This is an optimization exercise on Yosys and OpenROAD, whose aim is small area and a short achievable clock period, not a production implementation. Power figures rest on the tool's default switching activity, not on a simulated workload.

==> amber: inputs <==
## alu
module alu(
  input   wire  [63:0]    in1       ,
  input   wire  [63:0]    in2       ,
  input   wire  [2:0]     op        ,
  input   wire            in_valid  ,
  output  wire            in_ready  ,
  output  wire  [63:0]    res       ,
  output  reg             out_valid ,
  input   wire            out_ready ,
  input   wire            clk       ,
  input   wire            rstn      
);
==> flow/config.mk <==
export PLATFORM = sky130hd
export DESIGN_NAME = alu
export DESIGN_NICKNAME = alu
export VERILOG_FILES = /design/flow/design.v
export SDC_FILE = /design/flow/constraint.sdc
export NUM_CORES = 4
export LEC_CHECK = 0
export ABC_AREA = 1
export CAP_MARGIN = 20
export CORE_MARGIN = 2
export CORE_UTILIZATION = 40
export CTS_BUF_LIST = sky130_fd_sc_hd__clkbuf_8
export SETUP_SLACK_MARGIN = 2.0
export SLEW_MARGIN = 20
==> flow/constraint.sdc <==
create_clock -name core_clock -period 4.6 [get_ports {clk}]
set_input_delay 0.9200 -clock core_clock [delete_from_list [all_inputs] [get_ports {clk}]]
set_output_delay 0.9200 -clock core_clock [all_outputs]
set_load 0.01 [all_outputs]
standard.sh (not shown) runs the stock make flow with config.mk's settings and CLKGATE_MAP_FILE= SYNTH_SCRIPT=/design/flow/synth_recipe.tcl, a recipe that flattens the netlist after the stock synthesis.
==> flow/flow/run.sh <==
#!/bin/bash
# Layout flow: the standard ORFS flow (standard.sh, with the standard
# synthesis unchanged), except that the port buffers that global placement
# puts on every input and output are sky130_fd_sc_hd__buf_1 instead of the
# delay buffer buffer_ports picks by default. Every port still gets its own
# buffer. The make output goes to standard.log in the work folder; ORFS keeps
# each step's log under orfs/logs/.
set -euo pipefail
bash standard.sh "BUFFER_PORTS_ARGS=-buffer_cell sky130_fd_sc_hd__buf_1" finish > standard.log 2>&1
==> inputs of ember, as changes to amber <==
--- a/flow/design.v
+++ b/flow/design.v
@@ -114,93 +114,59 @@
   assign ci[61] = g[60] | (p[60] & ci[60]);
   assign ci[62] = g[61] | (p[61] & ci[61]);
   assign ci[63] = g[62] | (p[62] & ci[62]);
   assign bg[15] = g[63] | (p[63] & ci[63]);
   assign bp[15] = &p[63:60];
   wire tg0_1 = bg[1] | (bp[1] & bg[0]);
-  wire tg0_2 = bg[2] | (bp[2] & bg[1]);
-  wire tp0_2 = bp[2] & bp[1];
   wire tg0_3 = bg[3] | (bp[3] & bg[2]);
   wire tp0_3 = bp[3] & bp[2];
-  wire tg0_4 = bg[4] | (bp[4] & bg[3]);
-  wire tp0_4 = bp[4] & bp[3];
   wire tg0_5 = bg[5] | (bp[5] & bg[4]);
   wire tp0_5 = bp[5] & bp[4];
-  wire tg0_6 = bg[6] | (bp[6] & bg[5]);
-  wire tp0_6 = bp[6] & bp[5];
   wire tg0_7 = bg[7] | (bp[7] & bg[6]);
   wire tp0_7 = bp[7] & bp[6];
-  wire tg0_8 = bg[8] | (bp[8] & bg[7]);
-  wire tp0_8 = bp[8] & bp[7];
   wire tg0_9 = bg[9] | (bp[9] & bg[8]);
   wire tp0_9 = bp[9] & bp[8];
-  wire tg0_10 = bg[10] | (bp[10] & bg[9]);
-  wire tp0_10 = bp[10] & bp[9];
   wire tg0_11 = bg[11] | (bp[11] & bg[10]);
   wire tp0_11 = bp[11] & bp[10];
-  wire tg0_12 = bg[12] | (bp[12] & bg[11]);
-  wire tp0_12 = bp[12] & bp[11];
   wire tg0_13 = bg[13] | (bp[13] & bg[12]);
   wire tp0_13 = bp[13] & bp[12];
-  wire tg0_14 = bg[14] | (bp[14] & bg[13]);
-  wire tp0_14 = bp[14] & bp[13];
   wire tg0_15 = bg[15] | (bp[15] & bg[14]);
   wire tp0_15 = bp[15] & bp[14];
-  wire tg1_2 = tg0_2 | (tp0_2 & bg[0]);
+  wire tg1_2 = bg[2] | (bp[2] & tg0_1);
   wire tg1_3 = tg0_3 | (tp0_3 & tg0_1);
-  wire tg1_4 = tg0_4 | (tp0_4 & tg0_2);
-  wire tp1_4 = tp0_4 & tp0_2;
-  wire tg1_5 = tg0_5 | (tp0_5 & tg0_3);
-  wire tp1_5 = tp0_5 & tp0_3;
-  wire tg1_6 = tg0_6 | (tp0_6 & tg0_4);
-  wire tp1_6 = tp0_6 & tp0_4;
+  wire tg1_6 = bg[6] | (bp[6] & tg0_5);
+  wire tp1_6 = bp[6] & tp0_5;
   wire tg1_7 = tg0_7 | (tp0_7 & tg0_5);
   wire tp1_7 = tp0_7 & tp0_5;
-  wire tg1_8 = tg0_8 | (tp0_8 & tg0_6);
-  wire tp1_8 = tp0_8 & tp0_6;
-  wire tg1_9 = tg0_9 | (tp0_9 & tg0_7);
-  wire tp1_9 = tp0_9 & tp0_7;
-  wire tg1_10 = tg0_10 | (tp0_10 & tg0_8);
-  wire tp1_10 = tp0_10 & tp0_8;
+  wire tg1_10 = bg[10] | (bp[10] & tg0_9);
+  wire tp1_10 = bp[10] & tp0_9;
   wire tg1_11 = tg0_11 | (tp0_11 & tg0_9);
   wire tp1_11 = tp0_11 & tp0_9;
-  wire tg1_12 = tg0_12 | (tp0_12 & tg0_10);
-  wire tp1_12 = tp0_12 & tp0_10;
-  wire tg1_13 = tg0_13 | (tp0_13 & tg0_11);
-  wire tp1_13 = tp0_13 & tp0_11;
-  wire tg1_14 = tg0_14 | (tp0_14 & tg0_12);
-  wire tp1_14 = tp0_14 & tp0_12;
+  wire tg1_14 = bg[14] | (bp[14] & tg0_13);
+  wire tp1_14 = bp[14] & tp0_13;
   wire tg1_15 = tg0_15 | (tp0_15 & tg0_13);
   wire tp1_15 = tp0_15 & tp0_13;
-  wire tg2_4 = tg1_4 | (tp1_4 & bg[0]);
-  wire tg2_5 = tg1_5 | (tp1_5 & tg0_1);
-  wire tg2_6 = tg1_6 | (tp1_6 & tg1_2);
+  wire tg2_4 = bg[4] | (bp[4] & tg1_3);
+  wire tg2_5 = tg0_5 | (tp0_5 & tg1_3);
+  wire tg2_6 = tg1_6 | (tp1_6 & tg1_3);
   wire tg2_7 = tg1_7 | (tp1_7 & tg1_3);
-  wire tg2_8 = tg1_8 | (tp1_8 & tg1_4);
-  wire tp2_8 = tp1_8 & tp1_4;
-  wire tg2_9 = tg1_9 | (tp1_9 & tg1_5);
-  wire tp2_9 = tp1_9 & tp1_5;
-  wire tg2_10 = tg1_10 | (tp1_10 & tg1_6);
-  wire tp2_10 = tp1_10 & tp1_6;
-  wire tg2_11 = tg1_11 | (tp1_11 & tg1_7);
-  wire tp2_11 = tp1_11 & tp1_7;
-  wire tg2_12 = tg1_12 | (tp1_12 & tg1_8);
-  wire tp2_12 = tp1_12 & tp1_8;
-  wire tg2_13 = tg1_13 | (tp1_13 & tg1_9);
-  wire tp2_13 = tp1_13 & tp1_9;
-  wire tg2_14 = tg1_14 | (tp1_14 & tg1_10);
-  wire tp2_14 = tp1_14 & tp1_10;
+  wire tg2_12 = bg[12] | (bp[12] & tg1_11);
+  wire tp2_12 = bp[12] & tp1_11;
+  wire tg2_13 = tg0_13 | (tp0_13 & tg1_11);
+  wire tp2_13 = tp0_13 & tp1_11;
+  wire tg2_14 = tg1_14 | (tp1_14 & tg1_11);
+  wire tp2_14 = tp1_14 & tp1_11;
   wire tg2_15 = tg1_15 | (tp1_15 & tg1_11);
   wire tp2_15 = tp1_15 & tp1_11;
-  wire tg3_8 = tg2_8 | (tp2_8 & bg[0]);
-  wire tg3_9 = tg2_9 | (tp2_9 & tg0_1);
-  wire tg3_10 = tg2_10 | (tp2_10 & tg1_2);
-  wire tg3_11 = tg2_11 | (tp2_11 & tg1_3);
-  wire tg3_12 = tg2_12 | (tp2_12 & tg2_4);
-  wire tg3_13 = tg2_13 | (tp2_13 & tg2_5);
-  wire tg3_14 = tg2_14 | (tp2_14 & tg2_6);
+  wire tg3_8 = bg[8] | (bp[8] & tg2_7);
+  wire tg3_9 = tg0_9 | (tp0_9 & tg2_7);
+  wire tg3_10 = tg1_10 | (tp1_10 & tg2_7);
+  wire tg3_11 = tg1_11 | (tp1_11 & tg2_7);
+  wire tg3_12 = tg2_12 | (tp2_12 & tg2_7);
+  wire tg3_13 = tg2_13 | (tp2_13 & tg2_7);
+  wire tg3_14 = tg2_14 | (tp2_14 & tg2_7);
   wire tg3_15 = tg2_15 | (tp2_15 & tg2_7);
   wire [15:1] cb;
   assign cb[1] = bg[0];
   assign cb[2] = tg0_1;
   assign cb[3] = tg1_2;
   assign cb[4] = tg1_3;
@@ -231,13 +197,13 @@
   assign cf[51:48] = ci[51:48];
   assign cf[55:52] = ci[55:52];
   assign cf[59:56] = ci[59:56];
   assign cf[63:60] = ci[63:60];
   wire [63:0] part = (p & {64{keepp}}) ^ ((cf & {64{addop}}) | (g & {64{andor}}));
   assign in_ready = ~(out_valid & ~out_ready);
-  wire load = in_valid & in_ready;
+  wire load = in_ready;
   reg [63:0] part_q;           
   reg [15:1] cb_q;           
   reg addop_q;                 
   always @(posedge clk) begin
     if (load) begin
       part_q <= part;
==> inputs of juniper, as changes to amber <==
--- a/flow/design.v
+++ b/flow/design.v
@@ -114,93 +114,59 @@
   assign ci[61] = g[60] | (p[60] & ci[60]);
   assign ci[62] = g[61] | (p[61] & ci[61]);
   assign ci[63] = g[62] | (p[62] & ci[62]);
   assign bg[15] = g[63] | (p[63] & ci[63]);
   assign bp[15] = &p[63:60];
   wire tg0_1 = bg[1] | (bp[1] & bg[0]);
-  wire tg0_2 = bg[2] | (bp[2] & bg[1]);
-  wire tp0_2 = bp[2] & bp[1];
   wire tg0_3 = bg[3] | (bp[3] & bg[2]);
   wire tp0_3 = bp[3] & bp[2];
-  wire tg0_4 = bg[4] | (bp[4] & bg[3]);
-  wire tp0_4 = bp[4] & bp[3];
   wire tg0_5 = bg[5] | (bp[5] & bg[4]);
   wire tp0_5 = bp[5] & bp[4];
-  wire tg0_6 = bg[6] | (bp[6] & bg[5]);
-  wire tp0_6 = bp[6] & bp[5];
   wire tg0_7 = bg[7] | (bp[7] & bg[6]);
   wire tp0_7 = bp[7] & bp[6];
-  wire tg0_8 = bg[8] | (bp[8] & bg[7]);
-  wire tp0_8 = bp[8] & bp[7];
   wire tg0_9 = bg[9] | (bp[9] & bg[8]);
   wire tp0_9 = bp[9] & bp[8];
-  wire tg0_10 = bg[10] | (bp[10] & bg[9]);
-  wire tp0_10 = bp[10] & bp[9];
   wire tg0_11 = bg[11] | (bp[11] & bg[10]);
   wire tp0_11 = bp[11] & bp[10];
-  wire tg0_12 = bg[12] | (bp[12] & bg[11]);
-  wire tp0_12 = bp[12] & bp[11];
   wire tg0_13 = bg[13] | (bp[13] & bg[12]);
   wire tp0_13 = bp[13] & bp[12];
-  wire tg0_14 = bg[14] | (bp[14] & bg[13]);
-  wire tp0_14 = bp[14] & bp[13];
   wire tg0_15 = bg[15] | (bp[15] & bg[14]);
   wire tp0_15 = bp[15] & bp[14];
-  wire tg1_2 = tg0_2 | (tp0_2 & bg[0]);
+  wire tg1_2 = bg[2] | (bp[2] & tg0_1);
   wire tg1_3 = tg0_3 | (tp0_3 & tg0_1);
-  wire tg1_4 = tg0_4 | (tp0_4 & tg0_2);
-  wire tp1_4 = tp0_4 & tp0_2;
-  wire tg1_5 = tg0_5 | (tp0_5 & tg0_3);
-  wire tp1_5 = tp0_5 & tp0_3;
-  wire tg1_6 = tg0_6 | (tp0_6 & tg0_4);
-  wire tp1_6 = tp0_6 & tp0_4;
+  wire tg1_6 = bg[6] | (bp[6] & tg0_5);
+  wire tp1_6 = bp[6] & tp0_5;
   wire tg1_7 = tg0_7 | (tp0_7 & tg0_5);
   wire tp1_7 = tp0_7 & tp0_5;
-  wire tg1_8 = tg0_8 | (tp0_8 & tg0_6);
-  wire tp1_8 = tp0_8 & tp0_6;
-  wire tg1_9 = tg0_9 | (tp0_9 & tg0_7);
-  wire tp1_9 = tp0_9 & tp0_7;
-  wire tg1_10 = tg0_10 | (tp0_10 & tg0_8);
-  wire tp1_10 = tp0_10 & tp0_8;
+  wire tg1_10 = bg[10] | (bp[10] & tg0_9);
+  wire tp1_10 = bp[10] & tp0_9;
   wire tg1_11 = tg0_11 | (tp0_11 & tg0_9);
   wire tp1_11 = tp0_11 & tp0_9;
-  wire tg1_12 = tg0_12 | (tp0_12 & tg0_10);
-  wire tp1_12 = tp0_12 & tp0_10;
-  wire tg1_13 = tg0_13 | (tp0_13 & tg0_11);
-  wire tp1_13 = tp0_13 & tp0_11;
-  wire tg1_14 = tg0_14 | (tp0_14 & tg0_12);
-  wire tp1_14 = tp0_14 & tp0_12;
+  wire tg1_14 = bg[14] | (bp[14] & tg0_13);
+  wire tp1_14 = bp[14] & tp0_13;
   wire tg1_15 = tg0_15 | (tp0_15 & tg0_13);
   wire tp1_15 = tp0_15 & tp0_13;
-  wire tg2_4 = tg1_4 | (tp1_4 & bg[0]);
-  wire tg2_5 = tg1_5 | (tp1_5 & tg0_1);
-  wire tg2_6 = tg1_6 | (tp1_6 & tg1_2);
+  wire tg2_4 = bg[4] | (bp[4] & tg1_3);
+  wire tg2_5 = tg0_5 | (tp0_5 & tg1_3);
+  wire tg2_6 = tg1_6 | (tp1_6 & tg1_3);
   wire tg2_7 = tg1_7 | (tp1_7 & tg1_3);
-  wire tg2_8 = tg1_8 | (tp1_8 & tg1_4);
-  wire tp2_8 = tp1_8 & tp1_4;
-  wire tg2_9 = tg1_9 | (tp1_9 & tg1_5);
-  wire tp2_9 = tp1_9 & tp1_5;
-  wire tg2_10 = tg1_10 | (tp1_10 & tg1_6);
-  wire tp2_10 = tp1_10 & tp1_6;
-  wire tg2_11 = tg1_11 | (tp1_11 & tg1_7);
-  wire tp2_11 = tp1_11 & tp1_7;
-  wire tg2_12 = tg1_12 | (tp1_12 & tg1_8);
-  wire tp2_12 = tp1_12 & tp1_8;
-  wire tg2_13 = tg1_13 | (tp1_13 & tg1_9);
-  wire tp2_13 = tp1_13 & tp1_9;
-  wire tg2_14 = tg1_14 | (tp1_14 & tg1_10);
-  wire tp2_14 = tp1_14 & tp1_10;
+  wire tg2_12 = bg[12] | (bp[12] & tg1_11);
+  wire tp2_12 = bp[12] & tp1_11;
+  wire tg2_13 = tg0_13 | (tp0_13 & tg1_11);
+  wire tp2_13 = tp0_13 & tp1_11;
+  wire tg2_14 = tg1_14 | (tp1_14 & tg1_11);
+  wire tp2_14 = tp1_14 & tp1_11;
   wire tg2_15 = tg1_15 | (tp1_15 & tg1_11);
   wire tp2_15 = tp1_15 & tp1_11;
-  wire tg3_8 = tg2_8 | (tp2_8 & bg[0]);
-  wire tg3_9 = tg2_9 | (tp2_9 & tg0_1);
-  wire tg3_10 = tg2_10 | (tp2_10 & tg1_2);
-  wire tg3_11 = tg2_11 | (tp2_11 & tg1_3);
-  wire tg3_12 = tg2_12 | (tp2_12 & tg2_4);
-  wire tg3_13 = tg2_13 | (tp2_13 & tg2_5);
-  wire tg3_14 = tg2_14 | (tp2_14 & tg2_6);
+  wire tg3_8 = bg[8] | (bp[8] & tg2_7);
+  wire tg3_9 = tg0_9 | (tp0_9 & tg2_7);
+  wire tg3_10 = tg1_10 | (tp1_10 & tg2_7);
+  wire tg3_11 = tg1_11 | (tp1_11 & tg2_7);
+  wire tg3_12 = tg2_12 | (tp2_12 & tg2_7);
+  wire tg3_13 = tg2_13 | (tp2_13 & tg2_7);
+  wire tg3_14 = tg2_14 | (tp2_14 & tg2_7);
   wire tg3_15 = tg2_15 | (tp2_15 & tg2_7);
   wire [15:1] cb;
   assign cb[1] = bg[0];
   assign cb[2] = tg0_1;
   assign cb[3] = tg1_2;
   assign cb[4] = tg1_3;
==> notes <==
- The highest die area belongs to amber, the lowest to ember.
- Maximum frequency, highest first: amber, juniper, ember.
- Between amber and juniper, the lower global-route usage is in amber (gap 0.65 points).
- Worst setup slack: ember < juniper < amber.
- In juniper the worst hold slack is worse than in ember, by 0.17 ns.
- Between amber and juniper, the lower register-to-register slack is in amber (gap 0.19 ns).
==> figures <==
|  | amber | ember | juniper |
|---|---|---|---|
| Status | finished clean | finished clean | finished clean |
| Post-synthesis instance total | 839 | 783 | 784 |
| Count of placed standard cells including taps | 1243 | 1186 | 1187 |
| Clock group share of total power | 18.3% | 16.9% | 19.3% |
| Share of the synthesized area in compound gates (AO/OA/AOI/OAI) | 8.27% | 8.09% | 8.16% |
| Finished layout cell area | 9310 sq um | 9400 sq um | 8970 sq um |
| Gpl congestion | 0.792 | 0.788 | 0.833 |
| Pin count of the biggest net entering global routing | 49 | 64 | 81 |
| Number of logic stages on the critical path including buffering | 15 | 14 | 15 |
| Share of total power in combinational logic | 41.4% | 42.3% | 40.0% |
| CTS clk-pin slew, worst paths | 0.08 ns | 0.09 ns | 0.09 ns |
| DIE HEIGHT | 138 um | 136 um | 136 um |
| Horiz. Die Dim | 138 um | 136 um | 136 um |
| Mapped Area | 7180 sq um | 6930 sq um | 6930 sq um |
No functional check of the RTL was part of any run of this note.

-- afterwards: timing with drivers on the ports --
Ports are ideal in the flow. The routed layouts listed here were re-timed in OpenROAD.
Step 1 (the two cells are an assumption about what drives the block):
set clk [get_ports {clk}]
set_driving_cell -lib_cell sky130_fd_sc_hd__clkbuf_16 $clk
set_driving_cell -lib_cell sky130_fd_sc_hd__buf_2 [delete_from_list [all_inputs] $clk]
Step 2 moves the port delays by t, midway between the first and last clock arrival at a register: inputs arrive t later, outputs are due t later. That takes back most of the time a late clock gives input paths.
Three values: no drivers, after step 1, after step 2; two values: the first two.
run | t (ns) | slack for setup (ns) | latest minus earliest clock arrival (ns) | slew at the worst register clock pin (ns) | worst slew at a driven data input, ns
amber | 0.394 | 1.953 / 1.929 / 1.535 | 0.010 / 0.010 | 0.09 / 0.09 | 0.08
ember | 0.407 | 1.902 / 1.865 / 1.488 | 0.010 / 0.010 | 0.09 / 0.09 | 0.06
juniper | 0.407 | 1.935 / 1.903 / 1.496 | 0.008 / 0.008 | 0.09 / 0.09 | 0.09
After both steps every run listed still meets setup and hold. For juniper, which loses most, drivers alone change the setup slack by -0.032 ns; drivers and shift together by -0.439 ns.
